Source: an optimization exercise on an open RTL-to-GDS flow (aim: small area). Production flows keep margins and buffers that such runs may drop. Only simulation tests tie the RTL to the original design; equivalence was not proved. In every run shown here, the design's own scripts or RTL, not TritonCTS, make the clock network. The clock port is modelled as an ideal driver, which makes a skipped or thinned clock tree look cheaper than it is; a real chip needs a root buffer or a tree. Power and IR drop assume default switching activity.

### flow/b1.abc
strash
balance -l; resub -K 6 -l; rewrite -l; resub -K 6 -N 2 -l; refactor -l; resub -K 8 -l; balance -l; resub -K 8 -N 2 -l; rewrite -l; resub -K 10 -l; rewrite -z -l; resub -K 10 -N 2 -l; balance -l; resub -K 12 -l; refactor -z -l; resub -K 12 -N 2 -l; rewrite -z -l; balance -l
balance -l; resub -K 6 -l; rewrite -l; resub -K 6 -N 2 -l; refactor -l; resub -K 8 -l; balance -l; resub -K 8 -N 2 -l; rewrite -l; resub -K 10 -l; rewrite -z -l; resub -K 10 -N 2 -l; balance -l; resub -K 12 -l; refactor -z -l; resub -K 12 -N 2 -l; rewrite -z -l; balance -l
&get -n
&deepsyn -T 60
&put
balance -l; resub -K 6 -l; rewrite -l; resub -K 6 -N 2 -l; refactor -l; resub -K 8 -l; balance -l; resub -K 8 -N 2 -l; rewrite -l; resub -K 10 -l; rewrite -z -l; resub -K 10 -N 2 -l; balance -l; resub -K 12 -l; refactor -z -l; resub -K 12 -N 2 -l; rewrite -z -l; balance -l
&get -n
&dch -f
&nf -R 1000
&put
### standard.sh
#!/bin/bash
# synth_recipe.tcl (not shown) runs the flow's synth.tcl, then flattens the netlist and writes it again
# the make line also repeats each setting of config.mk as NAME=value (left out here)
make -C /OpenROAD-flow-scripts/flow DESIGN_CONFIG=/design/flow/config.mk WORK_HOME=/design/flow/orfs CLKGATE_MAP_FILE= SYNTH_SCRIPT=/design/flow/synth_recipe.tcl "${@:-finish}"
### design.v
`timescale 1ns / 1ps
module Elevator(input CLK,
                input RST,
                input [1:0] mode,
                input [3:0] request,
                output [3:0] currentFloor1,
                output [3:0] currentFloor2,
                output doorOpen1,
                output doorOpen2,
                output [3:0] listingLeds,
                output listBusy,
                output reg state);
reg [3:0] pool [0:7];
reg [3:0] task1, task2;
reg [3:0] floor1, floor2;
wire [2:0] lk = task1[2:0];
wire       lb = ~state & task2[0];
assign currentFloor1 = floor1;
assign currentFloor2 = floor2;
assign doorOpen1 = ~state | (task1 == 4'd0);
assign doorOpen2 = ~state | (task2 == 4'd0);
assign listBusy = lb;
assign listingLeds = lb ? pool[lk] : 4'd0;
wire [7:0] nz;
wire [7:0] m;
genvar g;
generate for (g = 0; g < 8; g = g + 1) begin : g_flags
  assign nz[g] = (pool[g] != 4'd0);
  assign m[g]  = (pool[g] == request);
end endgenerate
wire idle = !state;
wire work = state | (mode == 2'd3);
wire add  = idle & (mode == 2'd0) & ~|m & ~nz[7];
wire del  = idle & (mode == 2'd2) & (request != 4'd0);
wire lst  = idle & (mode == 2'd1);
wire [7:0] s;
assign s[0] = m[0];
generate for (g = 1; g < 8; g = g + 1) begin : g_pre
  assign s[g] = s[g-1] | m[g];
end endgenerate
wire delok = del & s[7];
wire [7:0] w;
assign w[0] = ~nz[0];
generate for (g = 1; g < 8; g = g + 1) begin : g_w
  assign w[g] = ~nz[g] & nz[g-1];
end endgenerate
wire r1 = doorOpen1;
wire r2 = doorOpen2;
wire [3:0] e1 = r1 ? pool[0] : task1;
wire [3:0] e2 = r2 ? (r1 ? pool[1] : pool[0]) : task2;
wire sh2 = r1 & r2;
wire sh1 = r1 ^ r2;
wire [4:0] d1 = {1'b0, e1} - {1'b0, floor1};
wire [4:0] d2 = {1'b0, e2} - {1'b0, floor2};
wire up1 = ~d1[4] & (d1[3:0] != 4'd0);
wire up2 = ~d2[4] & (d2[3:0] != 4'd0);
wire dn1 = d1[4] & (e1 != 4'd0);
wire dn2 = d2[4] & (e2 != 4'd0);
wire [3:0] nf1 = floor1 + {dn1, dn1, dn1, up1 | dn1};
wire [3:0] nf2 = floor2 + {dn2, dn2, dn2, up2 | dn2};
wire adj1 = (d1 == 5'd0) | (d1 == 5'd1) | (d1 == 5'h1f) | (e1 == 4'd0);
wire adj2 = (d2 == 5'd0) | (d2 == 5'd1) | (d2 == 5'h1f) | (e2 == 4'd0);
wire [3:0] nt1 = adj1 ? 4'd0 : e1;
wire [3:0] nt2 = adj2 ? 4'd0 : e2;
wire head_nz = sh2 ? nz[2] : sh1 ? nz[1] : nz[0];
wire nstate = ~adj1 | ~adj2 | head_nz;
wire [2:0] ln = lb ? lk + 3'd1 : 3'd0;
wire lnb = nz[ln] & ~(lb & (lk == 3'd7));
integer k;
always @(posedge CLK) begin
  if (RST) begin
    floor1 <= 4'd1;
    floor2 <= 4'd1;
    task1 <= 4'd0;
    task2 <= 4'd0;
    state <= 1'b0;
    for (k = 0; k < 8; k = k + 1) pool[k] <= 4'd0;
  end else begin
    if (work) begin
      floor1 <= nf1;
      floor2 <= nf2;
      task1 <= nt1;
      task2 <= nt2;
      state <= nstate;
      for (k = 0; k < 8; k = k + 1)
        if (sh2) pool[k] <= (k < 6) ? pool[k+2] : 4'd0;
        else if (sh1) pool[k] <= (k < 7) ? pool[k+1] : 4'd0;
    end else if (add) begin
      task2[0] <= 1'b0;
      for (k = 0; k < 8; k = k + 1)
        if (w[k]) pool[k] <= request;
    end else if (delok) begin
      task2[0] <= 1'b0;
      for (k = 0; k < 8; k = k + 1)
        if (s[k]) pool[k] <= (k < 7) ? pool[k+1] : 4'd0;
    end else if (lst) begin
      task2[0] <= lnb;
      task1[2:0] <= ln;
    end
  end
end
endmodule
### flow/b4.abc
strash
balance -l; resub -K 6 -l; rewrite -l; resub -K 6 -N 2 -l; refactor -l; resub -K 8 -l; balance -l; resub -K 8 -N 2 -l; rewrite -l; resub -K 10 -l; rewrite -z -l; resub -K 10 -N 2 -l; balance -l; resub -K 12 -l; refactor -z -l; resub -K 12 -N 2 -l; rewrite -z -l; balance -l
balance -l; resub -K 6 -l; rewrite -l; resub -K 6 -N 2 -l; refactor -l; resub -K 8 -l; balance -l; resub -K 8 -N 2 -l; rewrite -l; resub -K 10 -l; rewrite -z -l; resub -K 10 -N 2 -l; balance -l; resub -K 12 -l; refactor -z -l; resub -K 12 -N 2 -l; rewrite -z -l; balance -l
&get -n
&deepsyn -T 60
&put
balance -l; resub -K 6 -l; rewrite -l; resub -K 6 -N 2 -l; refactor -l; resub -K 8 -l; balance -l; resub -K 8 -N 2 -l; rewrite -l; resub -K 10 -l; rewrite -z -l; resub -K 10 -N 2 -l; balance -l; resub -K 12 -l; refactor -z -l; resub -K 12 -N 2 -l; rewrite -z -l; balance -l
&get -n
&synch2
&nf -R 1000
&put
### constraint.sdc
create_clock -name core_clock -period 10.0 [get_ports {CLK}]
set_input_delay 2.0000 -clock core_clock [delete_from_list [all_inputs] [get_ports {CLK}]]
set_output_delay 2.0000 -clock core_clock [all_outputs]
set_load 0.01 [all_outputs]
### flow/run.sh
#!/bin/bash
# Own flow:
#  1. the standard synthesis (standard.sh synth);
#  2. its combinational logic re-mapped for area with ABC, keeping every
#     flip-flop instance, name and cell (resynth.tcl; several ABC scripts are
#     tried and the smallest netlist is kept);
#  3. the standard layout from floorplan on, with buf_1 port buffers and a
#     one-level clock tree built by hand before CTS (cts_manual.tcl).
# Each tool's output goes to a log file of its own in this folder.
set -euo pipefail
W=$(pwd)
F=$W/flow
YOSYS=$FLOW_HOME/../tools/install/yosys/bin/yosys
[ -x "$YOSYS" ] || YOSYS=yosys
R=$W/orfs/results/$FLOW_PLATFORM/Elevator/base
LIB=$FLOW_HOME/platforms/$FLOW_PLATFORM/lib/sky130_fd_sc_hd__tt_025C_1v80.lib

bash standard.sh synth > $W/log_std_synth.log 2>&1
cp $R/1_2_yosys.v $W/std_1_2_yosys.v

scripts="b1 b2 b3 b4"
pids=()
for s in $scripts; do
  ( cd $W && FLOW_TOP=$FLOW_TOP LIBERTY=$LIB IN_V=$W/std_1_2_yosys.v ABC_SCRIPT=$F/$s.abc \
      OUT_V=$W/rs_$s.v OUT_STAT=$W/rs_$s.stat \
      timeout 900 $YOSYS -c $F/resynth.tcl > $W/log_resynth_$s.log 2>&1 ) &
  pids+=($!)
done
for p in "${pids[@]}"; do wait $p || true; done

best=""; besta=""
for s in $scripts; do
  [ -s $W/rs_$s.v ] && [ -s $W/rs_$s.stat ] || continue
  a=$(grep 'Chip area' $W/rs_$s.stat | awk '{print $NF}')
  [ -n "$a" ] || continue
  if [ -z "$besta" ] || awk "BEGIN{exit !($a < $besta)}"; then best=$s; besta=$a; fi
done
echo "resynth choice: ${best:-none} ${besta:-}" > $W/log_choice.log
if [ -n "$best" ]; then
  cp $W/rs_$best.v $R/1_2_yosys.v
  rm -f $R/1_synth.odb $R/1_synth.sdc
fi

export BUFFER_PORTS_ARGS="-buffer_cell sky130_fd_sc_hd__buf_1"
export PRE_CTS_TCL=$F/cts_manual.tcl
export MANUAL_CTS_SLEW=0.110
bash standard.sh finish "BUFFER_PORTS_ARGS=$BUFFER_PORTS_ARGS" "PRE_CTS_TCL=$PRE_CTS_TCL" > $W/log_std_finish.log 2>&1
### config.mk
export PLATFORM = sky130hd
export DESIGN_NAME = Elevator
export DESIGN_NICKNAME = Elevator
export VERILOG_FILES = /design/flow/design.v
export SDC_FILE = /design/flow/constraint.sdc
export NUM_CORES = 4
export LEC_CHECK = 0
export CAP_MARGIN = 20
export CORE_MARGIN = 2
export CORE_UTILIZATION = 60
export GPL_TIMING_DRIVEN = 0
export PLACE_DENSITY = 0.75
export SLEW_MARGIN = 20
### flow/b3.abc
strash
balance -l; resub -K 6 -l; rewrite -l; resub -K 6 -N 2 -l; refactor -l; resub -K 8 -l; balance -l; resub -K 8 -N 2 -l; rewrite -l; resub -K 10 -l; rewrite -z -l; resub -K 10 -N 2 -l; balance -l; resub -K 12 -l; refactor -z -l; resub -K 12 -N 2 -l; rewrite -z -l; balance -l
balance -l; resub -K 6 -l; rewrite -l; resub -K 6 -N 2 -l; refactor -l; resub -K 8 -l; balance -l; resub -K 8 -N 2 -l; rewrite -l; resub -K 10 -l; rewrite -z -l; resub -K 10 -N 2 -l; balance -l; resub -K 12 -l; refactor -z -l; resub -K 12 -N 2 -l; rewrite -z -l; balance -l
&get -n
&deepsyn -T 60
&put
balance -l; resub -K 6 -l; rewrite -l; resub -K 6 -N 2 -l; refactor -l; resub -K 8 -l; balance -l; resub -K 8 -N 2 -l; rewrite -l; resub -K 10 -l; rewrite -z -l; resub -K 10 -N 2 -l; balance -l; resub -K 12 -l; refactor -z -l; resub -K 12 -N 2 -l; rewrite -z -l; balance -l
&get -n
&dch -f
&nf -a -F 5 -A 5 -R 1000
&put
### flow/resynth.tcl
# Re-map the combinational logic of the standard synthesis netlist for area.
# The flip-flops stay as they are (same instances, names and cells).
yosys -import
set lib $::env(LIBERTY)
read_liberty -ignore_miss_func $lib
read_verilog $::env(IN_V)
hierarchy -top $::env(FLOW_TOP)
blackbox sky130_fd_sc_hd__dfxtp_* sky130_fd_sc_hd__edfxtp_* sky130_fd_sc_hd__dfrtp_* sky130_fd_sc_hd__dfstp_* sky130_fd_sc_hd__dfxbp_* sky130_fd_sc_hd__dfrbp_* sky130_fd_sc_hd__dfsbp_* sky130_fd_sc_hd__dfbbp_* sky130_fd_sc_hd__dfbbn_* sky130_fd_sc_hd__dfrtn_* sky130_fd_sc_hd__sdf* sky130_fd_sc_hd__sedf* sky130_fd_sc_hd__dl*
flatten
hierarchy -top $::env(FLOW_TOP)
opt -purge
abc -script $::env(ABC_SCRIPT) -liberty $lib -dont_use *probe* -dont_use *lpflow* -dont_use *clkinv* -dont_use *clkbuf* -dont_use *dly* -dont_use *clkdly*
opt_clean -purge
hilomap -singleton -hicell sky130_fd_sc_hd__conb_1 HI -locell sky130_fd_sc_hd__conb_1 LO
splitnets
opt_clean -purge
tee -o $::env(OUT_STAT) stat -liberty $lib
write_verilog -noattr -nohex -nodec $::env(OUT_V)
### flow/b2.abc
strash
balance -l; resub -K 6 -l; rewrite -l; resub -K 6 -N 2 -l; refactor -l; resub -K 8 -l; balance -l; resub -K 8 -N 2 -l; rewrite -l; resub -K 10 -l; rewrite -z -l; resub -K 10 -N 2 -l; balance -l; resub -K 12 -l; refactor -z -l; resub -K 12 -N 2 -l; rewrite -z -l; balance -l
balance -l; resub -K 6 -l; rewrite -l; resub -K 6 -N 2 -l; refactor -l; resub -K 8 -l; balance -l; resub -K 8 -N 2 -l; rewrite -l; resub -K 10 -l; rewrite -z -l; resub -K 10 -N 2 -l; balance -l; resub -K 12 -l; refactor -z -l; resub -K 12 -N 2 -l; rewrite -z -l; balance -l
&get -n
&deepsyn -T 60
&put
balance -l; resub -K 6 -l; rewrite -l; resub -K 6 -N 2 -l; refactor -l; resub -K 8 -l; balance -l; resub -K 8 -N 2 -l; rewrite -l; resub -K 10 -l; rewrite -z -l; resub -K 10 -N 2 -l; balance -l; resub -K 12 -l; refactor -z -l; resub -K 12 -N 2 -l; rewrite -z -l; balance -l
dch -f
amap
### flow/cts_manual.tcl
# PRE_CTS_TCL hook: a one-level clock tree made by hand.  The clock port
# drives K clock buffers of one type; each drives one cluster of flip-flops
# (k-means on their placed positions).  K grows until the estimated slew at
# every flip-flop clock pin is below the target.  TritonCTS is then skipped.
set cts_buf   [expr {[info exists ::env(MANUAL_CTS_BUF)] ? $::env(MANUAL_CTS_BUF) : "sky130_fd_sc_hd__clkbuf_8"}]
set cts_kmin  [expr {[info exists ::env(MANUAL_CTS_KMIN)] ? $::env(MANUAL_CTS_KMIN) : 3}]
set cts_slew  [expr {[info exists ::env(MANUAL_CTS_SLEW)] ? $::env(MANUAL_CTS_SLEW) : 0.100}]

proc mcts_kmeans {sinks K} {
  set n [llength $sinks]
  set sorted [lsort -integer -index 1 $sinks]
  set cents {}
  for {set k 0} {$k < $K} {incr k} {
    set s [lindex $sorted [expr {int(($k + 0.5) * $n / $K)}]]
    lappend cents [list [lindex $s 1] [lindex $s 2]]
  }
  set assign {}
  for {set iter 0} {$iter < 30} {incr iter} {
    set assign {}
    foreach s $sinks {
      set best 0; set bd 1e30
      for {set k 0} {$k < $K} {incr k} {
        set c [lindex $cents $k]
        set d [expr {abs([lindex $s 1] - [lindex $c 0]) + abs([lindex $s 2] - [lindex $c 1])}]
        if {$d < $bd} { set bd $d; set best $k }
      }
      lappend assign $best
    }
    set newc {}
    for {set k 0} {$k < $K} {incr k} {
      set sx 0; set sy 0; set m 0
      foreach s $sinks a $assign {
        if {$a == $k} { set sx [expr {$sx + [lindex $s 1]}]; set sy [expr {$sy + [lindex $s 2]}]; incr m }
      }
      if {$m > 0} { lappend newc [list [expr {$sx / $m}] [expr {$sy / $m}]] } else { lappend newc [lindex $cents $k] }
    }
    set cents $newc
  }
  return [list $assign $cents]
}

set block [ord::get_db_block]
set cts_port [expr {[info exists ::env(MANUAL_CTS_PORT)] ? $::env(MANUAL_CTS_PORT) : "CLK"}]
set clk_port_net [[$block findBTerm $cts_port] getNet]
$clk_port_net setSigType CLOCK
set master [[ord::get_db] findMaster $cts_buf]
set sinks {}
foreach it [$clk_port_net getITerms] {
  set b [[$it getInst] getBBox]
  lappend sinks [list $it [expr {([$b xMin] + [$b xMax]) / 2}] [expr {([$b yMin] + [$b yMax]) / 2}]]
}
set core [$block getCoreArea]
set_propagated_clock [all_clocks]
for {set K $cts_kmin} {$K <= 12} {incr K} {
  lassign [mcts_kmeans $sinks $K] assign cents
  set made {}
  for {set k 0} {$k < $K} {incr k} {
    set inst [odb::dbInst_create $block $master clkbuf_leaf_$k]
    set net [odb::dbNet_create $block clknet_leaf_$k]
    $net setSigType CLOCK
    foreach s $sinks a $assign {
      if {$a == $k} { set it [lindex $s 0]; $it disconnect; $it connect $net }
    }
    [$inst findITerm A] connect $clk_port_net
    [$inst findITerm X] connect $net
    set c [lindex $cents $k]
    set x [expr {max([$core xMin], min([$core xMax] - [$master getWidth], [lindex $c 0]))}]
    set y [expr {max([$core yMin], min([$core yMax] - [$master getHeight], [lindex $c 1]))}]
    $inst setLocation $x $y
    $inst setPlacementStatus PLACED
    lappend made [list $inst $net]
  }
  estimate_parasitics -placement
  set mx 0
  foreach s $sinks {
    set it [lindex $s 0]
    set p [get_pins [[$it getInst] getName]/[[$it getMTerm] getName]]
    set sl [get_property $p slew_max]
    if {$sl > $mx} { set mx $sl }
  }
  puts "manual CTS: $K x $cts_buf, estimated max clock pin slew [format %.1f [expr {$mx * 1000.0}]] ps"
  if {$mx <= $cts_slew || $K == 12} { break }
  foreach m $made {
    lassign $m inst net
    foreach it [$net getITerms] { $it disconnect; if {[$it getInst] ne $inst} { $it connect $clk_port_net } }
    odb::dbInst_destroy $inst
    odb::dbNet_destroy $net
  }
}

rename clock_tree_synthesis mcts_unused_clock_tree_synthesis
proc clock_tree_synthesis {args} { puts "clock tree already built by the PRE_CTS_TCL hook" }
==> impl_metrics.yaml, run 1 <==
critical_path:
  ff2ff_path_depth: 13
  regToRegSetupSlack_ns: 4.80
  reg2reg_from: "task1[0]"
  max_stage_delay_ns: 0.77
  crit_required_ns: 10.03
  critPathSlowestCell: "a21boi_0"
  cp-end-kind: "register"
  crit_chain: "buf_1 > xor2_1 > nor4_1 > a41oi_1 > o41a_1 > nand3_1 > nor2_1 > nor2_2 > buf_8 > nand2_1 > o21ai_0 > nor2b_1 > a21boi_0 > o21ai_0 > a21oi_1 > or2_0 > o21ai_0"
  crit_fanout: 18
  cpMostUsedCell: "o21ai_0"
  cp-start-kind: "primary input"
  critPathArrivalTime_ns: 7.13
  rr_endpoint: "pool[5][1]"
  path_class: "primary input to register"
drt:
  vias: 3446
  finalWirelength_um: 9650
  final_antenna_net_count: 0
  drc_errors: 0
  drt-vias-per-instance: 6.72
  first_iter_violations: 386
  wire_per_inst_um: 18.8
  firstDrtPassIters: 5
sta:
  worst_pin_slew_ns: 1.13
  fmax_mhz: 141
  skew_ns: 0.0171
  fin_crit_ns: 7.11
  final_hold_viol_count: 0
  maxSlewViolCount: 0
  fin_crit_sh_pct: 71.1
  setup_viol: 0
  finalSetupTns_ns: 0
  slew-limit-headroom_pct: 24.4
  grt_setup_unrepaired: "false"
min_path:
  hp-start: "task2[1]"
  hold_class: "register to register"
  hold_depth: 2
  holdPathEnd: "task2[1]"
clock_network:
  cts_resized: 0
  cts_setup_buffers: 0
  clkLatencyLatePin_ns: 0.15
  ctsHoldBuffers: 0
  path_clk_slew_ns: 0.08
layout:
  drive_gt1_share_pct: 1.81
  utilization_pct: 66.9
  fin_cells: 513
  num-nets-final: 453
  diodes: 0
  areaGrowthSynthToFinish_pct: 7.99
grt:
  grt.overflow.total: 0
  grt_pass1_vias: 3176
  grt_usage_pct: 32.3
  grt_pass1_wl_um: 15900
  grt_max_degree: 26
  grt_antenna_before_repair: 0
logic_synthesis:
  netlist_instances: 415
  ys_warn_count: 2
  synth_fp_nets: 423
  syn-cell-area_um2: 3160
  synth.avg_cell_area_um2: 7.62
floorplan:
  row_count: 26
  die_w_um: 76.6
  core-area_um2: 5110
  die_area_um2: 5870
  fp.dieH_um: 76.6
  initial_core_util_pct: 61.9
  ios: 24
job:
  maxCapViolations: 0
power:
  p_per_area_nw_per_um2: 120
  ir_drop_mv: 0.103
  p_leak_nw: 1.23
placement:
  dp_cells: 509
  dpl.hpwl_um: 6770
  io_buffer_count: 23
  gp_congestion: 1.00
status:
  status: "finished clean"
==> final cells by class <==
class	count	area, um^2
tap	70	87.6
timing repair buffer	24	103
buffer	4	55.1
fill	451	1690
inverter	9	33.8
multi-input combinational	357	2160
sequential	49	981
==> report_power, final <==
part / switching [mW] / internal, mW / leakage (nW)
Combinational: 0.0672 / 0.0365 / 0.805
Clock: 0.0509 / 0.0367 / 0.0288
Sequential: 0.0166 / 0.203 / 0.396
==> worst max path at each step <==
stage                     startpoint          to  slack, ns  cells after the start
after global placement    request[1]  pool[5][2]       1.75                     16
after floorplan           request[1]  pool[5][0]       4.04                     15
after detailed placement  request[1]  pool[5][1]       2.92                     17
after global routing      request[0]  pool[5][1]       2.47                     17
after CTS                 request[1]  pool[5][1]       3.07                     17
final                     request[0]  pool[5][1]       2.89                     17
==> worst max-delay path, delay by kind of cell <==
family                 cells  cell delay (ns)
buffers and inverters      2             0.86
XOR/XNOR                   1             0.16
AO/OA/AOI/OAI              7             1.96
AND/OR/NAND/NOR            7             2.12
==> metrics by stage <==
step / instance area (um^2) / setup slack (ns) / total power, mW / hold slack (ns)
6_report: 3420 / 2.89 / 0.411 / 0.497
5_1_grt: 3420 / 2.47 / 0.430 / 0.528
4_1_cts: 3410 / 3.07 / 0.408 / 0.494
3_5_place_dp: 3350 / 2.92 / 0.324 / 0.476
3_3_place_gp: 3340 / 1.75 / 0.320 / 0.463
2_1_floorplan: 3160 / 4.04 / 0.289 / 0.442
==> per-layer routing <==
metal | track usage, % | vias to the layer above | wire, um
met3 | 3.32 | 22 | 784
li1 | - | 1627 | -
met2 | 53.1 | 168 | 4490
met4 | 7.64 | 0 | 197
met1 | 45.7 | 1629 | 4170
met5 | 0 | - | 0
==> flip-flops by register name, indices dropped and copies added (netlist names) <==
| register | count |
|---|---|
| task2 | 4 |
| floor1 | 4 |
| task1 | 4 |
| pool | 32 |
| floor2 | 4 |
| state | 1 |
==> cell usage in the layout, fill, tap and decap left out, drive strengths merged, types with 2 or more instances in the layout <==
master	instances
xor2	21
and3	3
buf	23
a41oi	2
mux2i	2
a32oi	2
nor3	6
clkbuf	5
a21oi	36
nor2	40
a22o	9
o221ai	5
o21ai	41
o22ai	12
nand2	58
or4	5
nand3	5
a221o	15
a21boi	6
or3	3
xnor2	13
o21a	4
o31ai	2
nand3b	2
nor4	10
a22oi	8
a311o	2
dfxtp	49
or2	3
nor2b	6
a311oi	2
nand2b	10
o31a	3
and2	9
a2111oi	2
inv	9
a31oi	2
==> run 2, diff against run 1 <==
--- a/design.v
+++ b/design.v
@@ -13,14 +13,21 @@
 reg [3:0] pool [0:7];
 reg [3:0] task1, task2;
 reg [3:0] floor1, floor2;
-wire [2:0] lk = task1[2:0];
-wire       lb = ~state & task2[0];
+wire [7:0] lp = {task2, task1};
+wire       lb = ~state & (lp != 8'd0);
 assign currentFloor1 = floor1;
 assign currentFloor2 = floor2;
 assign doorOpen1 = ~state | (task1 == 4'd0);
 assign doorOpen2 = ~state | (task2 == 4'd0);
 assign listBusy = lb;
-assign listingLeds = lb ? pool[lk] : 4'd0;
+reg [3:0] leds;
+integer q;
+always @* begin
+  leds = 4'd0;
+  for (q = 0; q < 8; q = q + 1)
+    leds = leds | ({4{lp[q]}} & pool[q]);
+end
+assign listingLeds = state ? 4'd0 : leds;
 wire [7:0] nz;
 wire [7:0] m;
 genvar g;
@@ -64,8 +71,7 @@
 wire [3:0] nt2 = adj2 ? 4'd0 : e2;
 wire head_nz = sh2 ? nz[2] : sh1 ? nz[1] : nz[0];
 wire nstate = ~adj1 | ~adj2 | head_nz;
-wire [2:0] ln = lb ? lk + 3'd1 : 3'd0;
-wire lnb = nz[ln] & ~(lb & (lk == 3'd7));
+wire [7:0] lpn = {lp[6:0], ~lb} & nz;
 integer k;
 always @(posedge CLK) begin
   if (RST) begin
@@ -86,16 +92,18 @@
         if (sh2) pool[k] <= (k < 6) ? pool[k+2] : 4'd0;
         else if (sh1) pool[k] <= (k < 7) ? pool[k+1] : 4'd0;
     end else if (add) begin
-      task2[0] <= 1'b0;
+      task1 <= 4'd0;
+      task2 <= 4'd0;
       for (k = 0; k < 8; k = k + 1)
         if (w[k]) pool[k] <= request;
     end else if (delok) begin
-      task2[0] <= 1'b0;
+      task1 <= 4'd0;
+      task2 <= 4'd0;
       for (k = 0; k < 8; k = k + 1)
         if (s[k]) pool[k] <= (k < 7) ? pool[k+1] : 4'd0;
     end else if (lst) begin
-      task2[0] <= lnb;
-      task1[2:0] <= ln;
+      task1 <= lpn[3:0];
+      task2 <= lpn[7:4];
     end
   end
 end
--- a/flow/run.sh
+++ b/flow/run.sh
@@ -18,7 +18,7 @@
 bash standard.sh synth > $W/log_std_synth.log 2>&1
 cp $R/1_2_yosys.v $W/std_1_2_yosys.v
 
-scripts="b1 b2 b3 b4"
+scripts="b1 b3 b3s1 b3s2"
 pids=()
 for s in $scripts; do
   ( cd $W && FLOW_TOP=$FLOW_TOP LIBERTY=$LIB IN_V=$W/std_1_2_yosys.v ABC_SCRIPT=$F/$s.abc \
==> flow/b3s1.abc (new file) <==
strash
balance -l; resub -K 6 -l; rewrite -l; resub -K 6 -N 2 -l; refactor -l; resub -K 8 -l; balance -l; resub -K 8 -N 2 -l; rewrite -l; resub -K 10 -l; rewrite -z -l; resub -K 10 -N 2 -l; balance -l; resub -K 12 -l; refactor -z -l; resub -K 12 -N 2 -l; rewrite -z -l; balance -l
balance -l; resub -K 6 -l; rewrite -l; resub -K 6 -N 2 -l; refactor -l; resub -K 8 -l; balance -l; resub -K 8 -N 2 -l; rewrite -l; resub -K 10 -l; rewrite -z -l; resub -K 10 -N 2 -l; balance -l; resub -K 12 -l; refactor -z -l; resub -K 12 -N 2 -l; rewrite -z -l; balance -l
&get -n
&deepsyn -S 1 -T 60
&put
balance -l; resub -K 6 -l; rewrite -l; resub -K 6 -N 2 -l; refactor -l; resub -K 8 -l; balance -l; resub -K 8 -N 2 -l; rewrite -l; resub -K 10 -l; rewrite -z -l; resub -K 10 -N 2 -l; balance -l; resub -K 12 -l; refactor -z -l; resub -K 12 -N 2 -l; rewrite -z -l; balance -l
&get -n
&dch -f
&nf -a -F 5 -A 5 -R 1000
&put
==> flow/b3s2.abc (new file) <==
strash
balance -l; resub -K 6 -l; rewrite -l; resub -K 6 -N 2 -l; refactor -l; resub -K 8 -l; balance -l; resub -K 8 -N 2 -l; rewrite -l; resub -K 10 -l; rewrite -z -l; resub -K 10 -N 2 -l; balance -l; resub -K 12 -l; refactor -z -l; resub -K 12 -N 2 -l; rewrite -z -l; balance -l
balance -l; resub -K 6 -l; rewrite -l; resub -K 6 -N 2 -l; refactor -l; resub -K 8 -l; balance -l; resub -K 8 -N 2 -l; rewrite -l; resub -K 10 -l; rewrite -z -l; resub -K 10 -N 2 -l; balance -l; resub -K 12 -l; refactor -z -l; resub -K 12 -N 2 -l; rewrite -z -l; balance -l
&get -n
&deepsyn -S 2 -T 60
&put
balance -l; resub -K 6 -l; rewrite -l; resub -K 6 -N 2 -l; refactor -l; resub -K 8 -l; balance -l; resub -K 8 -N 2 -l; rewrite -l; resub -K 10 -l; rewrite -z -l; resub -K 10 -N 2 -l; balance -l; resub -K 12 -l; refactor -z -l; resub -K 12 -N 2 -l; rewrite -z -l; balance -l
&get -n
&dch -f
&nf -a -F 5 -A 5 -R 1000
&put
--- a/flow/cts_manual.tcl
+++ b/flow/cts_manual.tcl
@@ -1,9 +1,9 @@
 # PRE_CTS_TCL hook: a one-level clock tree made by hand.  The clock port
 # drives K clock buffers of one type; each drives one cluster of flip-flops
-# (k-means on their placed positions).  K grows until the estimated slew at
-# every flip-flop clock pin is below the target.  TritonCTS is then skipped.
-set cts_buf   [expr {[info exists ::env(MANUAL_CTS_BUF)] ? $::env(MANUAL_CTS_BUF) : "sky130_fd_sc_hd__clkbuf_8"}]
-set cts_kmin  [expr {[info exists ::env(MANUAL_CTS_KMIN)] ? $::env(MANUAL_CTS_KMIN) : 3}]
+# (k-means on their placed positions).  The (K, buffer) pairs are tried from
+# the smallest total buffer area up, and the first whose estimated slew at
+# every flip-flop clock pin is below the target is kept.  TritonCTS is then
+# skipped.
 set cts_slew  [expr {[info exists ::env(MANUAL_CTS_SLEW)] ? $::env(MANUAL_CTS_SLEW) : 0.100}]
 
 proc mcts_kmeans {sinks K} {
@@ -43,7 +43,6 @@
 set cts_port [expr {[info exists ::env(MANUAL_CTS_PORT)] ? $::env(MANUAL_CTS_PORT) : "CLK"}]
 set clk_port_net [[$block findBTerm $cts_port] getNet]
 $clk_port_net setSigType CLOCK
-set master [[ord::get_db] findMaster $cts_buf]
 set sinks {}
 foreach it [$clk_port_net getITerms] {
   set b [[$it getInst] getBBox]
@@ -51,7 +50,21 @@
 }
 set core [$block getCoreArea]
 set_propagated_clock [all_clocks]
-for {set K $cts_kmin} {$K <= 12} {incr K} {
+set cands {}
+foreach bn {sky130_fd_sc_hd__clkbuf_8 sky130_fd_sc_hd__clkbuf_16} {
+  set bm [[ord::get_db] findMaster $bn]
+  for {set K 2} {$K <= 12} {incr K} {
+    lappend cands [list [expr {$K * [$bm getWidth]}] $K $bn]
+  }
+}
+set cands [lsort -integer -index 0 $cands]
+set ncand [llength $cands]
+set ci 0
+foreach cand $cands {
+  incr ci
+  lassign $cand _ K cts_buf
+  set master [[ord::get_db] findMaster $cts_buf]
+  if {$K > [llength $sinks]} { continue }
   lassign [mcts_kmeans $sinks $K] assign cents
   set made {}
   for {set k 0} {$k < $K} {incr k} {
@@ -79,7 +92,7 @@
     if {$sl > $mx} { set mx $sl }
   }
   puts "manual CTS: $K x $cts_buf, estimated max clock pin slew [format %.1f [expr {$mx * 1000.0}]] ps"
-  if {$mx <= $cts_slew || $K == 12} { break }
+  if {$mx <= $cts_slew || $ci == $ncand} { break }
   foreach m $made {
     lassign $m inst net
     foreach it [$net getITerms] { $it disconnect; if {[$it getInst] ne $inst} { $it connect $clk_port_net } }
removed: flow/b2.abc
removed: flow/b4.abc
==> run 2 against run 1 <==
  * Largest power group unchanged
  * Critical path depth fell by 2
  * Register-to-register slack improved by 1.1 ns
  * Combinational power fell by 21%
  * Still clean
==> impl_metrics.yaml, run 2 <==
status:
  status: "finished clean"
layout:
  fillers: 446
  areaGrowthSynthToFinish_pct: 8.85
  final_common_cell: "dfxtp_1"
  diodes: 0
  top_register: "pool"
  drive_gt1_share_pct: 2.41
  final_cell_mix: "dfxtp_1 (49), nand2_1 (41), nor2_1 (39), a21oi_1 (39), o21ai_0 (33)"
  num-nets-final: 425
  largest_reg_flops: 32
  fin_cells: 485
placement:
  dpl.hpwl_um: 6870
  io_buffer_count: 23
  place_ws_ns: 3.91
  gp_congestion: 0.979
  dp_cells: 482
logic_synthesis:
  netlist_instances: 386
  synth.avg_cell_area_um2: 7.95
  ys_warn_count: 2
  syn-cell-area_um2: 3070
  synth_fp_nets: 394
critical_path:
  reg2reg_from: "pool[4][1]"
  path_class: "primary input to register"
  cp-end-kind: "register"
  crit_start: "request[1]"
  crit_fanout: 15
  regToRegSetupSlack_ns: 5.92
  crit_required_ns: 10.09
  cp-start-kind: "primary input"
  ff2ff_path_depth: 14
  critPathArrivalTime_ns: 6.17
  rr_endpoint: "pool[4][0]"
grt:
  grt_usage_pct: 32.7
  grt_max_degree: 24
  grt-busiest-layer: "met2"
  use_met3_pct: 3.57
  grt.overflow.total: 0
  use_met1_pct: 47.9
  grt_pass1_vias: 2875
  grt_pass1_wl_um: 14600
  met2_usage_pct: 52.8
  grt_antenna_before_repair: 0
sta:
  timing.final.ws_setup_ns: 3.93
  slew-limit-headroom_pct: 34.7
  fmax_mhz: 165
  setup_viol: 0
  fin_hold_ws_ns: 0.537
  skew_ns: 0.0139
  fin_crit_ns: 6.07
  worst_pin_slew_ns: 0.975
  finalSetupTns_ns: 0
  fin_crit_sh_pct: 60.7
  maxSlewViolCount: 0
  grt_setup_unrepaired: "false"
  final_hold_viol_count: 0
power:
  p_leak_nw: 1.17
  fin_total_pwr_uw: 367
  ir_drop_mv: 0.0902
  p_per_area_nw_per_um2: 110
drt:
  finalWirelength_um: 9320
  drt-vias-per-instance: 6.87
  final_antenna_net_count: 0
  first_iter_violations: 482
  wire_per_inst_um: 19.2
  vias: 3333
  firstDrtPassIters: 8
  drc_errors: 0
min_path:
  hp-start: "floor1[2]"
  hold_depth: 1
  hold_class: "register to register"
  holdPathEnd: "floor1[2]"
clock_network:
  clkLatencyLatePin_ns: 0.16
  ctsHoldBuffers: 0
  path_clk_slew_ns: 0.10
  cts_setup_buffers: 0
  cts_resized: 0
floorplan:
  die_area_um2: 5700
  initial_core_util_pct: 61.2
  ios: 24
  die_w_um: 75.5
  row_count: 26
  fp.dieH_um: 75.5
  core-area_um2: 5010
job:
  maxCapViolations: 0
[run 2: worst max-delay path by stage]
stage / endpoint / slack (ns) / cells after the start
2_1_floorplan: pool[0][3] / 4.71 / 14
3_3_place_gp: pool[0][3] / 2.96 / 15
3_5_place_dp: pool[4][0] / 3.91 / 15
4_1_cts: pool[0][3] / 4.05 / 15
5_1_grt: pool[4][0] / 3.65 / 15
6_report: pool[4][0] / 3.93 / 15
[run 2: metal layers]
layer / share of wire, % / up-vias
li1: - / 1566
met1: 44 / 1554
met2: 45 / 189
met3: 9.1 / 24
met4: 2.0 / 0
met5: 0 / -
[run 2: where the power goes]
part	switching (mW)	internal [mW]
clock network	0.0486	0.0279
registers	0.00984	0.199
logic	0.0527	0.0292
[run 2: stage by stage]
stage	utilization (%)	cell area [um^2]
after floorplan	-	3070
final	66.7	3340
after global placement	64.7	3240
after global routing	66.7	3340
after detailed placement	65.6	3290
after CTS	66.4	3330
[run 2: cell type report]
cell class,count,area (um^2),share of cell area [%]
multi-input combinational,329,2080,62.2
sequential,49,981,29.4
timing repair buffer,26,121,3.63
tap,70,87.6,2.62
buffer,3,41.3,1.24
inverter,8,30.0,0.899
[run 2: worst max-delay path, cell delays in order]
cell	delay, ns
buf_1	0.62
xnor2_1	0.15
nand4_1	0.15
o41a_1	0.18
o41a_1	0.21
nand3_1	0.13
nor4_2	0.67
o21bai_1	0.25
inv_1	0.07
a21o_1	0.24
o22ai_1	0.27
nand2b_1	0.16
nor2_1	0.76
a22oi_1	0.19
o21ai_0	0.11
==> run 3, diff against run 2 <==
--- a/flow/run.sh
+++ b/flow/run.sh
@@ -4,7 +4,8 @@
 #  2. its combinational logic re-mapped for area with ABC, keeping every
 #     flip-flop instance, name and cell (resynth.tcl; several ABC scripts are
 #     tried and the smallest netlist is kept);
-#  3. the standard layout from floorplan on, with buf_1 port buffers and a
+#  3. the standard layout from floorplan on, with buf_1 port buffers,
+#     no large buffers for repair_design (resize_dont_use.tcl) and a
 #     one-level clock tree built by hand before CTS (cts_manual.tcl).
 # Each tool's output goes to a log file of its own in this folder.
 set -euo pipefail
@@ -18,15 +19,19 @@
 bash standard.sh synth > $W/log_std_synth.log 2>&1
 cp $R/1_2_yosys.v $W/std_1_2_yosys.v
 
-scripts="b1 b3 b3s1 b3s2"
-pids=()
-for s in $scripts; do
-  ( cd $W && FLOW_TOP=$FLOW_TOP LIBERTY=$LIB IN_V=$W/std_1_2_yosys.v ABC_SCRIPT=$F/$s.abc \
-      OUT_V=$W/rs_$s.v OUT_STAT=$W/rs_$s.stat \
-      timeout 900 $YOSYS -c $F/resynth.tcl > $W/log_resynth_$s.log 2>&1 ) &
-  pids+=($!)
-done
-for p in "${pids[@]}"; do wait $p || true; done
+scripts="b1 b3 b3s1 b3s2 e2 b1s1 b3s3 e2s5"
+run_batch() {
+  local pids=()
+  for s in "$@"; do
+    ( cd $W && FLOW_TOP=$FLOW_TOP LIBERTY=$LIB IN_V=$W/std_1_2_yosys.v ABC_SCRIPT=$F/$s.abc \
+        OUT_V=$W/rs_$s.v OUT_STAT=$W/rs_$s.stat \
+        timeout 900 $YOSYS -c $F/resynth.tcl > $W/log_resynth_$s.log 2>&1 ) &
+    pids+=($!)
+  done
+  for p in "${pids[@]}"; do wait $p || true; done
+}
+run_batch b1 b3 b3s1 b3s2
+run_batch e2 b1s1 b3s3 e2s5
 
 best=""; besta=""
 for s in $scripts; do
@@ -44,4 +49,5 @@
 export BUFFER_PORTS_ARGS="-buffer_cell sky130_fd_sc_hd__buf_1"
 export PRE_CTS_TCL=$F/cts_manual.tcl
 export MANUAL_CTS_SLEW=0.110
-bash standard.sh finish "BUFFER_PORTS_ARGS=$BUFFER_PORTS_ARGS" "PRE_CTS_TCL=$PRE_CTS_TCL" > $W/log_std_finish.log 2>&1
+export PRE_RESIZE_TCL=$F/resize_dont_use.tcl
+bash standard.sh finish "BUFFER_PORTS_ARGS=$BUFFER_PORTS_ARGS" "PRE_CTS_TCL=$PRE_CTS_TCL" "PRE_RESIZE_TCL=$PRE_RESIZE_TCL" > $W/log_std_finish.log 2>&1
==> flow/b1s1.abc (new file) <==
strash
balance -l; resub -K 6 -l; rewrite -l; resub -K 6 -N 2 -l; refactor -l; resub -K 8 -l; balance -l; resub -K 8 -N 2 -l; rewrite -l; resub -K 10 -l; rewrite -z -l; resub -K 10 -N 2 -l; balance -l; resub -K 12 -l; refactor -z -l; resub -K 12 -N 2 -l; rewrite -z -l; balance -l
balance -l; resub -K 6 -l; rewrite -l; resub -K 6 -N 2 -l; refactor -l; resub -K 8 -l; balance -l; resub -K 8 -N 2 -l; rewrite -l; resub -K 10 -l; rewrite -z -l; resub -K 10 -N 2 -l; balance -l; resub -K 12 -l; refactor -z -l; resub -K 12 -N 2 -l; rewrite -z -l; balance -l
&get -n
&deepsyn -S 1 -T 60
&put
balance -l; resub -K 6 -l; rewrite -l; resub -K 6 -N 2 -l; refactor -l; resub -K 8 -l; balance -l; resub -K 8 -N 2 -l; rewrite -l; resub -K 10 -l; rewrite -z -l; resub -K 10 -N 2 -l; balance -l; resub -K 12 -l; refactor -z -l; resub -K 12 -N 2 -l; rewrite -z -l; balance -l
&get -n
&dch -f
&nf -R 1000
&put
==> flow/b3s3.abc (new file) <==
strash
balance -l; resub -K 6 -l; rewrite -l; resub -K 6 -N 2 -l; refactor -l; resub -K 8 -l; balance -l; resub -K 8 -N 2 -l; rewrite -l; resub -K 10 -l; rewrite -z -l; resub -K 10 -N 2 -l; balance -l; resub -K 12 -l; refactor -z -l; resub -K 12 -N 2 -l; rewrite -z -l; balance -l
balance -l; resub -K 6 -l; rewrite -l; resub -K 6 -N 2 -l; refactor -l; resub -K 8 -l; balance -l; resub -K 8 -N 2 -l; rewrite -l; resub -K 10 -l; rewrite -z -l; resub -K 10 -N 2 -l; balance -l; resub -K 12 -l; refactor -z -l; resub -K 12 -N 2 -l; rewrite -z -l; balance -l
&get -n
&deepsyn -S 3 -T 60
&put
balance -l; resub -K 6 -l; rewrite -l; resub -K 6 -N 2 -l; refactor -l; resub -K 8 -l; balance -l; resub -K 8 -N 2 -l; rewrite -l; resub -K 10 -l; rewrite -z -l; resub -K 10 -N 2 -l; balance -l; resub -K 12 -l; refactor -z -l; resub -K 12 -N 2 -l; rewrite -z -l; balance -l
&get -n
&dch -f
&nf -a -F 5 -A 5 -R 1000
&put
==> flow/e2.abc (new file) <==
strash
balance -l; resub -K 6 -l; rewrite -l; resub -K 6 -N 2 -l; refactor -l; resub -K 8 -l; balance -l; resub -K 8 -N 2 -l; rewrite -l; resub -K 10 -l; rewrite -z -l; resub -K 10 -N 2 -l; balance -l; resub -K 12 -l; refactor -z -l; resub -K 12 -N 2 -l; rewrite -z -l; balance -l
balance -l; resub -K 6 -l; rewrite -l; resub -K 6 -N 2 -l; refactor -l; resub -K 8 -l; balance -l; resub -K 8 -N 2 -l; rewrite -l; resub -K 10 -l; rewrite -z -l; resub -K 10 -N 2 -l; balance -l; resub -K 12 -l; refactor -z -l; resub -K 12 -N 2 -l; rewrite -z -l; balance -l
&get -n
&deepsyn -T 60
&put
balance -l; resub -K 6 -l; rewrite -l; resub -K 6 -N 2 -l; refactor -l; resub -K 8 -l; balance -l; resub -K 8 -N 2 -l; rewrite -l; resub -K 10 -l; rewrite -z -l; resub -K 10 -N 2 -l; balance -l; resub -K 12 -l; refactor -z -l; resub -K 12 -N 2 -l; rewrite -z -l; balance -l
&get -n
&dch -f
&nf -a -F 5 -A 5 -R 1000
&put
strash
&get -n
&dch -f
&nf -a -F 5 -A 5 -R 1000
&put
==> flow/e2s5.abc (new file) <==
strash
balance -l; resub -K 6 -l; rewrite -l; resub -K 6 -N 2 -l; refactor -l; resub -K 8 -l; balance -l; resub -K 8 -N 2 -l; rewrite -l; resub -K 10 -l; rewrite -z -l; resub -K 10 -N 2 -l; balance -l; resub -K 12 -l; refactor -z -l; resub -K 12 -N 2 -l; rewrite -z -l; balance -l
balance -l; resub -K 6 -l; rewrite -l; resub -K 6 -N 2 -l; refactor -l; resub -K 8 -l; balance -l; resub -K 8 -N 2 -l; rewrite -l; resub -K 10 -l; rewrite -z -l; resub -K 10 -N 2 -l; balance -l; resub -K 12 -l; refactor -z -l; resub -K 12 -N 2 -l; rewrite -z -l; balance -l
&get -n
&deepsyn -S 5 -T 60
&put
balance -l; resub -K 6 -l; rewrite -l; resub -K 6 -N 2 -l; refactor -l; resub -K 8 -l; balance -l; resub -K 8 -N 2 -l; rewrite -l; resub -K 10 -l; rewrite -z -l; resub -K 10 -N 2 -l; balance -l; resub -K 12 -l; refactor -z -l; resub -K 12 -N 2 -l; rewrite -z -l; balance -l
&get -n
&dch -f
&nf -a -F 5 -A 5 -R 1000
&put
strash
&get -n
&dch -f
&nf -a -F 5 -A 5 -R 1000
&put
==> flow/resize_dont_use.tcl (new file) <==
# PRE_RESIZE_TCL hook: repair_design fixes the few slow, heavily loaded nets
# with small buffers or resizing rather than with the largest buffers.
set_dont_use [list sky130_fd_sc_hd__buf_6 sky130_fd_sc_hd__buf_8 sky130_fd_sc_hd__buf_12 \
  sky130_fd_sc_hd__buf_16 sky130_fd_sc_hd__bufbuf_8 sky130_fd_sc_hd__bufbuf_16 \
  sky130_fd_sc_hd__clkbuf_8 sky130_fd_sc_hd__clkbuf_16]
--- a/config.mk
+++ b/config.mk
@@ -7,7 +7,7 @@
 export LEC_CHECK = 0
 export CAP_MARGIN = 20
 export CORE_MARGIN = 2
-export CORE_UTILIZATION = 60
+export CORE_UTILIZATION = 70
 export GPL_TIMING_DRIVEN = 0
-export PLACE_DENSITY = 0.75
+export PLACE_DENSITY = 0.85
 export SLEW_MARGIN = 20
==> run 3 against run 2 <==
  * Still clean
  * Clock power hardly changed
  * Routed wire length is 0.90% lower
  * Final area is 1.9% lower
  * Maximum frequency is 20% lower
  * Cell count is 4.9% lower
  * Synthesized cell count is 1.0% lower
  * Clock skew is 0.00069 ns higher
  * Sequential share of layout area is 0.58 points higher
  * Critical path type unchanged
  * Critical endpoint unchanged
==> impl_metrics.yaml, run 3 <==
floorplan:
  ios: 24
  row_count: 24
  die_w_um: 70.0
  die_area_um2: 4900
  initial_core_util_pct: 71.5
  core-area_um2: 4260
  fp.dieH_um: 70.0
grt:
  grt_antenna_before_repair: 0
  grt_max_degree: 30
  grt.overflow.total: 0
  grt_pass1_vias: 3026
  grt_usage_pct: 36.8
  grt_pass1_wl_um: 14900
drt:
  drt-vias-per-instance: 7.42
  finalWirelength_um: 9230
  vias: 3419
  wire_per_inst_um: 20.0
  first_iter_violations: 471
  drc_errors: 0
  firstDrtPassIters: 7
  final_antenna_net_count: 0
clock_network:
  cts_setup_buffers: 0
  path_clk_slew_ns: 0.11
  cts_resized: 0
  ctsHoldBuffers: 0
  clkLatencyLatePin_ns: 0.16
placement:
  dpl.hpwl_um: 6470
  placed_cell_area_um2: 3220
  io_buffer_count: 23
  gp_congestion: 1.05
  dp_cells: 458
layout:
  top_register: "pool"
  fin_area_um2: 3270
  areaGrowthSynthToFinish_pct: 7.34
  final_common_cell: "dfxtp_1"
  diodes: 0
  num-nets-final: 419
  final_cell_mix: "dfxtp_1 (49), o21ai_0 (45), nor2_1 (36)"
  drive_gt1_share_pct: 2.44
  fin_cells: 461
  largest_reg_flops: 32
sta:
  grt_setup_unrepaired: "false"
  slew-limit-headroom_pct: 45.5
  fmax_mhz: 133
  setup_viol: 0
  worst_pin_slew_ns: 0.813
  finalSetupTns_ns: 0
  fin_crit_ns: 7.55
  final_hold_viol_count: 0
  maxSlewViolCount: 0
  skew_ns: 0.0146
  fin_crit_sh_pct: 75.5
logic_synthesis:
  netlist_instances: 382
  ys_warn_count: 2
  synth.avg_cell_area_um2: 7.99
  synth_fp_nets: 390
  syn-cell-area_um2: 3050
critical_path:
  crit_chain: "buf_1 > xor2_1 > nor4_1 > nor4_1 > o41a_1 > o41ai_1 > a41oi_1 > o41ai_1 > a41o_1 > a41o_1 > nor3_2 > a21o_1 > inv_1 > a21oi_1 > inv_1 > o22ai_1 > nand2b_1 > nor2b_2 > a22oi_1 > o21ai_0"
  critPathBufInv: 3
  crit_fanout: 18
  crit_required_ns: 10.10
  max_stage_delay_ns: 0.66
  critPathArrivalTime_ns: 7.65
  cp-start-kind: "primary input"
  path_class: "primary input to register"
  cp-end-kind: "register"
  critPathSlowestCell: "nor3_2"
  critPathTopFamily: "compound AO/OA/AOI/OAI gates"
job:
  maxCapViolations: 0
min_path:
  hold_class: "register to register"
status:
  status: "finished clean"
power:
  ir_drop_mv: 0.130
  fin_total_pwr_uw: 367
  p_per_area_nw_per_um2: 112
  p_leak_nw: 1.11
-- run 3: final cells by class --
type | count | area [um^2]
Multi-Input combinational cell | 327 | 2070
Sequential cell | 49 | 981
Fill cell | 345 | 990
Buffer | 3 | 41.3
Tap cell | 52 | 65.1
Inverter | 6 | 22.5
Timing Repair Buffer | 24 | 95.1
-- run 3: routing by layer --
layer,share of wire (%),vias up,global-route usage [%]
met5,0,-,0
met4,4.8,0,12.8
met3,12,59,5.19
met2,44,245,56.5
met1,40,1559,53.3
li1,-,1556,-
-- run 3: where the power goes --
group	internal, mW	total [mW]	switching, mW
Sequential	0.200	0.210	0.0106
Clock	0.0279	0.0765	0.0487
Combinational	0.0267	0.0803	0.0536
-- run 3: through the flow --
| step | hold slack [ns] | utilization (%) | setup slack (ns) |
|---|---|---|---|
| 2_1_floorplan | 0.497 | - | 3.97 |
| 3_3_place_gp | 0.501 | 75.1 | 2.02 |
| 3_5_place_dp | 0.508 | 75.5 | 2.40 |
| 4_1_cts | 0.530 | 76.4 | 2.53 |
| 5_1_grt | 0.556 | 76.8 | 2.09 |
| 6_report | 0.533 | 76.8 | 2.45 |
-- run 3: worst register-to-register path, stage by stage (launching register included) --
cell and delay (ns):
dfxtp_1 0.55, xor2_1 0.20, nor4_1 0.10, nor4_1 0.47
o41a_1 0.27, o41ai_1 0.11, a41oi_1 0.29, o41ai_1 0.17
a41o_1 0.26, a41o_1 0.23, nor3_2 0.66, a21o_1 0.18
inv_1 0.05, a21oi_1 0.52, inv_1 0.21, o22ai_1 0.29
nand2b_1 0.19, nor2b_2 0.60, a22oi_1 0.21, o21ai_0 0.10
-- run 3: worst paths after layout --
| check | startpoint | to | slack (ns) | depth (start not counted) |
|---|---|---|---|---|
| max | request[1] | pool[4][0] | 2.45 | 20 |
| min | floor2[1] | floor2[1] | 0.53 | 1 |
| min reg2reg | floor2[1] | floor2[1] | 0.53 | 1 |
| max reg2reg | pool[0][0] | pool[4][0] | 4.29 | 19 |
==> run 4, diff against run 3 <==
==> design.v (replaced) <==
`timescale 1ns / 1ps
module Elevator(input CLK,
                input RST,
                input [1:0] mode,
                input [3:0] request,
                output [3:0] currentFloor1,
                output [3:0] currentFloor2,
                output doorOpen1,
                output doorOpen2,
                output [3:0] listingLeds,
                output listBusy,
                output reg state);
reg  [31:0] poolv;
reg  [7:0]  lp;
reg  [3:0]  floor1, floor2;
wire [3:0] pool [0:9];
wire [7:0] nz;
wire [7:0] m;
genvar g;
generate for (g = 0; g < 8; g = g + 1) begin : g_slot
  assign pool[g] = poolv[4*g +: 4];
  assign nz[g] = (pool[g] != 4'd0);
  assign m[g]  = (pool[g] == request);
end endgenerate
assign pool[8] = 4'd0;
assign pool[9] = 4'd0;
assign currentFloor1 = floor1;
assign currentFloor2 = floor2;
assign doorOpen1 = ~state | ~nz[0];
assign doorOpen2 = ~state | ~nz[1];
wire lb = (lp != 8'd0);
assign listBusy = lb;
reg [3:0] leds;
integer q;
always @* begin
  leds = 4'd0;
  for (q = 0; q < 8; q = q + 1)
    leds = leds | ({4{lp[q]}} & pool[q]);
end
assign listingLeds = leds;
wire idle = ~state;
wire work = state | (mode == 2'd3);
wire add  = idle & (mode == 2'd0) & ~|m & ~nz[7];
wire del  = idle & (mode == 2'd2) & (request != 4'd0);
wire lst  = idle & (mode == 2'd1);
wire [7:0] s;
assign s[0] = m[0];
generate for (g = 1; g < 8; g = g + 1) begin : g_pre
  assign s[g] = s[g-1] | m[g];
end endgenerate
wire delok = del & s[7];
wire [7:0] w;
assign w[0] = ~nz[0];
generate for (g = 1; g < 8; g = g + 1) begin : g_w
  assign w[g] = ~nz[g] & nz[g-1];
end endgenerate
wire r1 = state & ~nz[0];
wire r2 = state & ~nz[1];
wire [3:0] e1 = r1 ? pool[2] : pool[0];
wire [3:0] e2 = r2 ? (r1 ? pool[3] : pool[2]) : pool[1];
wire sh2 = r1 & r2;
wire sh1 = r1 ^ r2;
wire [4:0] d1 = {1'b0, e1} - {1'b0, floor1};
wire [4:0] d2 = {1'b0, e2} - {1'b0, floor2};
wire up1 = ~d1[4] & (d1[3:0] != 4'd0);
wire up2 = ~d2[4] & (d2[3:0] != 4'd0);
wire dn1 = d1[4] & (e1 != 4'd0);
wire dn2 = d2[4] & (e2 != 4'd0);
wire [3:0] nf1 = floor1 + {dn1, dn1, dn1, up1 | dn1};
wire [3:0] nf2 = floor2 + {dn2, dn2, dn2, up2 | dn2};
wire adj1 = (d1 == 5'd0) | (d1 == 5'd1) | (d1 == 5'h1f) | (e1 == 4'd0);
wire adj2 = (d2 == 5'd0) | (d2 == 5'd1) | (d2 == 5'h1f) | (e2 == 4'd0);
wire [3:0] nt1 = adj1 ? 4'd0 : e1;
wire [3:0] nt2 = adj2 ? 4'd0 : e2;
wire head_nz = sh2 ? nz[4] : sh1 ? nz[3] : nz[2];
wire nstate = ~adj1 | ~adj2 | head_nz;
wire [7:0] lpn = {lp[6:0], ~lb} & nz;
wire [31:0] poolnx;
generate for (g = 0; g < 8; g = g + 1) begin : g_next
  wire [3:0] wk = (g == 0) ? nt1 :
                  (g == 1) ? nt2 :
                  sh2 ? pool[g+2] : sh1 ? pool[g+1] : pool[g];
  wire [3:0] ik = (add & w[g]) ? request :
                  (delok & s[g]) ? pool[g+1] : pool[g];
  assign poolnx[4*g +: 4] = work ? wk : ik;
end endgenerate
always @(posedge CLK) begin
  if (RST) begin
    poolv <= 32'd0;
    lp <= 8'd0;
    floor1 <= 4'd1;
    floor2 <= 4'd1;
    state <= 1'b0;
  end else begin
    poolv <= poolnx;
    if (work) begin
      floor1 <= nf1;
      floor2 <= nf2;
      state <= nstate;
      lp <= 8'd0;
    end else if (add | delok) begin
      lp <= 8'd0;
    end else if (lst) begin
      lp <= lpn;
    end
  end
end
endmodule
--- a/flow/run.sh
+++ b/flow/run.sh
@@ -19,7 +19,7 @@
 bash standard.sh synth > $W/log_std_synth.log 2>&1
 cp $R/1_2_yosys.v $W/std_1_2_yosys.v
 
-scripts="b1 b3 b3s1 b3s2 e2 b1s1 b3s3 e2s5"
+scripts="b1 b3 e2 e2s5 e2s7 e2s8 e2s9 b3s3"
 run_batch() {
   local pids=()
   for s in "$@"; do
@@ -30,8 +30,8 @@
   done
   for p in "${pids[@]}"; do wait $p || true; done
 }
-run_batch b1 b3 b3s1 b3s2
-run_batch e2 b1s1 b3s3 e2s5
+run_batch b1 b3 e2 e2s5
+run_batch e2s7 e2s8 e2s9 b3s3
 
 best=""; besta=""
 for s in $scripts; do
==> flow/e2s7.abc (new file) <==
strash
balance -l; resub -K 6 -l; rewrite -l; resub -K 6 -N 2 -l; refactor -l; resub -K 8 -l; balance -l; resub -K 8 -N 2 -l; rewrite -l; resub -K 10 -l; rewrite -z -l; resub -K 10 -N 2 -l; balance -l; resub -K 12 -l; refactor -z -l; resub -K 12 -N 2 -l; rewrite -z -l; balance -l
balance -l; resub -K 6 -l; rewrite -l; resub -K 6 -N 2 -l; refactor -l; resub -K 8 -l; balance -l; resub -K 8 -N 2 -l; rewrite -l; resub -K 10 -l; rewrite -z -l; resub -K 10 -N 2 -l; balance -l; resub -K 12 -l; refactor -z -l; resub -K 12 -N 2 -l; rewrite -z -l; balance -l
&get -n
&deepsyn -S 7 -T 60
&put
balance -l; resub -K 6 -l; rewrite -l; resub -K 6 -N 2 -l; refactor -l; resub -K 8 -l; balance -l; resub -K 8 -N 2 -l; rewrite -l; resub -K 10 -l; rewrite -z -l; resub -K 10 -N 2 -l; balance -l; resub -K 12 -l; refactor -z -l; resub -K 12 -N 2 -l; rewrite -z -l; balance -l
&get -n
&dch -f
&nf -a -F 5 -A 5 -R 1000
&put
strash
&get -n
&dch -f
&nf -a -F 5 -A 5 -R 1000
&put
==> flow/e2s8.abc (new file) <==
strash
balance -l; resub -K 6 -l; rewrite -l; resub -K 6 -N 2 -l; refactor -l; resub -K 8 -l; balance -l; resub -K 8 -N 2 -l; rewrite -l; resub -K 10 -l; rewrite -z -l; resub -K 10 -N 2 -l; balance -l; resub -K 12 -l; refactor -z -l; resub -K 12 -N 2 -l; rewrite -z -l; balance -l
balance -l; resub -K 6 -l; rewrite -l; resub -K 6 -N 2 -l; refactor -l; resub -K 8 -l; balance -l; resub -K 8 -N 2 -l; rewrite -l; resub -K 10 -l; rewrite -z -l; resub -K 10 -N 2 -l; balance -l; resub -K 12 -l; refactor -z -l; resub -K 12 -N 2 -l; rewrite -z -l; balance -l
&get -n
&deepsyn -S 8 -T 60
&put
balance -l; resub -K 6 -l; rewrite -l; resub -K 6 -N 2 -l; refactor -l; resub -K 8 -l; balance -l; resub -K 8 -N 2 -l; rewrite -l; resub -K 10 -l; rewrite -z -l; resub -K 10 -N 2 -l; balance -l; resub -K 12 -l; refactor -z -l; resub -K 12 -N 2 -l; rewrite -z -l; balance -l
&get -n
&dch -f
&nf -a -F 5 -A 5 -R 1000
&put
strash
&get -n
&dch -f
&nf -a -F 5 -A 5 -R 1000
&put
==> flow/e2s9.abc (new file) <==
strash
balance -l; resub -K 6 -l; rewrite -l; resub -K 6 -N 2 -l; refactor -l; resub -K 8 -l; balance -l; resub -K 8 -N 2 -l; rewrite -l; resub -K 10 -l; rewrite -z -l; resub -K 10 -N 2 -l; balance -l; resub -K 12 -l; refactor -z -l; resub -K 12 -N 2 -l; rewrite -z -l; balance -l
balance -l; resub -K 6 -l; rewrite -l; resub -K 6 -N 2 -l; refactor -l; resub -K 8 -l; balance -l; resub -K 8 -N 2 -l; rewrite -l; resub -K 10 -l; rewrite -z -l; resub -K 10 -N 2 -l; balance -l; resub -K 12 -l; refactor -z -l; resub -K 12 -N 2 -l; rewrite -z -l; balance -l
&get -n
&deepsyn -S 9 -T 60
&put
balance -l; resub -K 6 -l; rewrite -l; resub -K 6 -N 2 -l; refactor -l; resub -K 8 -l; balance -l; resub -K 8 -N 2 -l; rewrite -l; resub -K 10 -l; rewrite -z -l; resub -K 10 -N 2 -l; balance -l; resub -K 12 -l; refactor -z -l; resub -K 12 -N 2 -l; rewrite -z -l; balance -l
&get -n
&dch -f
&nf -a -F 5 -A 5 -R 1000
&put
strash
&get -n
&dch -f
&nf -a -F 5 -A 5 -R 1000
&put
removed: flow/b1s1.abc
removed: flow/b3s1.abc
removed: flow/b3s2.abc
==> run 4 against run 3 <==
  * Area after synthesis decreased by 3.1%
  * Critical path depth decreased by 7
  * Cell count shrank 3.9%
  * Global-route usage increased by 0.084 points
  * Die area down 2.9%
==> impl_metrics.yaml, run 4 <==
status:
  status: "finished clean"
power:
  fin_total_pwr_uw: 354
  ir_drop_mv: 0.109
  p_leak_nw: 1.18
  p_per_area_nw_per_um2: 112
drt:
  first_iter_violations: 580
  final_antenna_net_count: 0
  wire_per_inst_um: 19.9
  drc_errors: 0
  drt-vias-per-instance: 7.40
  vias: 3278
  firstDrtPassIters: 9
  finalWirelength_um: 8830
min_path:
  hold_depth: 2
  hp-start: "poolv[20]"
  hold_class: "register to register"
  holdPathEnd: "poolv[20]"
layout:
  drive_gt1_share_pct: 1.53
  fin_area_um2: 3160
  areaGrowthSynthToFinish_pct: 6.86
  fin_cells: 443
  final_cell_mix: "dfxtp_1 (49), nor2_1 (43), nand2_1 (35)"
  final_common_cell: "dfxtp_1"
  top_regs: "poolv x32, lp x8"
  top_register: "poolv"
  diodes: 0
  fillers: 326
  largest_reg_flops: 32
  utilization_pct: 78.4
  num-nets-final: 403
sta:
  fin_crit_ns: 5.58
  slew-limit-headroom_pct: 35.4
  fin_crit_sh_pct: 55.8
  fin_hold_ws_ns: 0.550
  final_hold_viol_count: 0
  setup_viol: 0
  finalSetupTns_ns: 0
  skew_ns: 0.00531
  maxSlewViolCount: 0
  grt_setup_unrepaired: "false"
  worst_pin_slew_ns: 0.969
  timing.final.ws_setup_ns: 4.42
  fmax_mhz: 179
placement:
  place_ws_ns: 4.41
  placed_cell_area_um2: 3110
  io_buffer_count: 23
  dp_cells: 439
  gp_congestion: 1.00
  dpl.hpwl_um: 6230
logic_synthesis:
  synth_fp_nets: 374
  netlist_instances: 366
  syn-cell-area_um2: 2960
  ys_warn_count: 1
  synth.avg_cell_area_um2: 8.07
grt:
  grt_max_degree: 28
  grt_pass1_vias: 2726
  grt_usage_pct: 36.9
  grt_antenna_before_repair: 0
  grt_pass1_wl_um: 13300
  grt.overflow.total: 0
critical_path:
  ff2ff_path_depth: 13
  regToRegSetupSlack_ns: 6.34
  critPathArrivalTime_ns: 5.68
  rr_endpoint: "floor2[2]"
  path_class: "primary input to register"
  crit_start: "request[2]"
  crit_required_ns: 10.10
  cp-end-kind: "register"
  reg2reg_from: "poolv[2]"
  crit_fanout: 15
  cp-start-kind: "primary input"
floorplan:
  fp.dieH_um: 69.0
  initial_core_util_pct: 73.4
  die_w_um: 69.0
  core-area_um2: 4030
  die_area_um2: 4760
  ios: 24
  row_count: 23
clock_network:
  cts_resized: 0
  ctsHoldBuffers: 0
  path_clk_slew_ns: 0.09
  clkLatencyLatePin_ns: 0.16
  cts_setup_buffers: 0
job:
  maxCapViolations: 0
## run 4: worst max-delay path, cell delays in order
cell	delay, ns
buf_1	0.70
xor2_1	0.21
nor4_1	0.10
a41o_1	0.22
a41oi_1	0.23
nand3_1	0.13
a21o_1	0.20
a41oi_1	0.21
o41ai_1	0.15
nand2b_1	0.32
or2_0	0.41
o32ai_1	0.57
a22o_1	0.21
## run 4: power by group
| part | switching [mW] | leakage [nW] | internal [mW] |
|---|---|---|---|
| clock network | 0.0487 | 0.0216 | 0.0279 |
| logic | 0.0443 | 0.761 | 0.0242 |
| registers | 0.00940 | 0.395 | 0.199 |
| total | 0.102 | 1.18 | 0.251 |
## run 4: how the worst max path moves through the flow
| stage | end | slack (ns) |
|---|---|---|
| after floorplan | poolv[16] | 5.63 |
| after global placement | poolv[16] | 4.48 |
| after detailed placement | poolv[18] | 4.41 |
| after CTS | poolv[18] | 4.56 |
| after global routing | poolv[23] | 4.25 |
| final | poolv[19] | 4.42 |
## run 4: layer usage
metal	part of all wire, %	vias up	track usage (%)
met4	2.6	0	12.0
met3	14	41	6.33
li1	-	1490	-
met5	0	-	0
met1	41	1486	53.6
met2	42	261	55.2
## run 4: layout make-up
class / count / area (um^2) / area share [%]
plain buffers: 3 / 41.3 / 1.31
inverters: 11 / 41.3 / 1.31
multi-input cells: 306 / 1940 / 61.4
flip-flops and latches: 49 / 981 / 31.1
well taps: 50 / 62.6 / 1.98
repair buffers: 24 / 92.6 / 2.93

## re-timing with driven ports
No port has a modelled driver above. Below, the same layouts with a new extraction and two added sets of constraints.
Step 1 (the two cells are an assumption about what drives the block):
set clk [get_ports {CLK}]
set_driving_cell -lib_cell sky130_fd_sc_hd__clkbuf_16 $clk
set_driving_cell -lib_cell sky130_fd_sc_hd__buf_2 [delete_from_list [all_inputs] $clk]
Step 2 times the ports against the registers' clock, not the clock port: input delays grow and output delays shrink by t, the midpoint of the rising clock arrivals with the driver on.
a / b / c = ideal ports / drivers / drivers and shift; a / b = the first two.
| run | shift t [ns] | slack for setup (ns) | worst setup path after step 2 | clock arrival spread, ns | pins driven straight from the clock port |
|---|---|---|---|---|---|
| run 1 | 0.212 | 2.895 / 2.938 / 2.727 | input to register | 0.017 / 0.017 | 4 |
| run 2 | 0.205 | 3.926 / 3.952 / 3.747 | input to register | 0.014 / 0.014 | 3 |
| run 3 | 0.209 | 2.453 / 2.483 / 2.274 | input to register | 0.015 / 0.014 | 3 |
| run 4 | 0.207 | 4.425 / 4.451 / 4.244 | input to register | 0.006 / 0.005 | 3 |
After both steps every run listed still meets setup and hold. For run 4, which loses most, drivers alone change the setup slack by +0.026 ns; drivers and shift together by -0.181 ns.
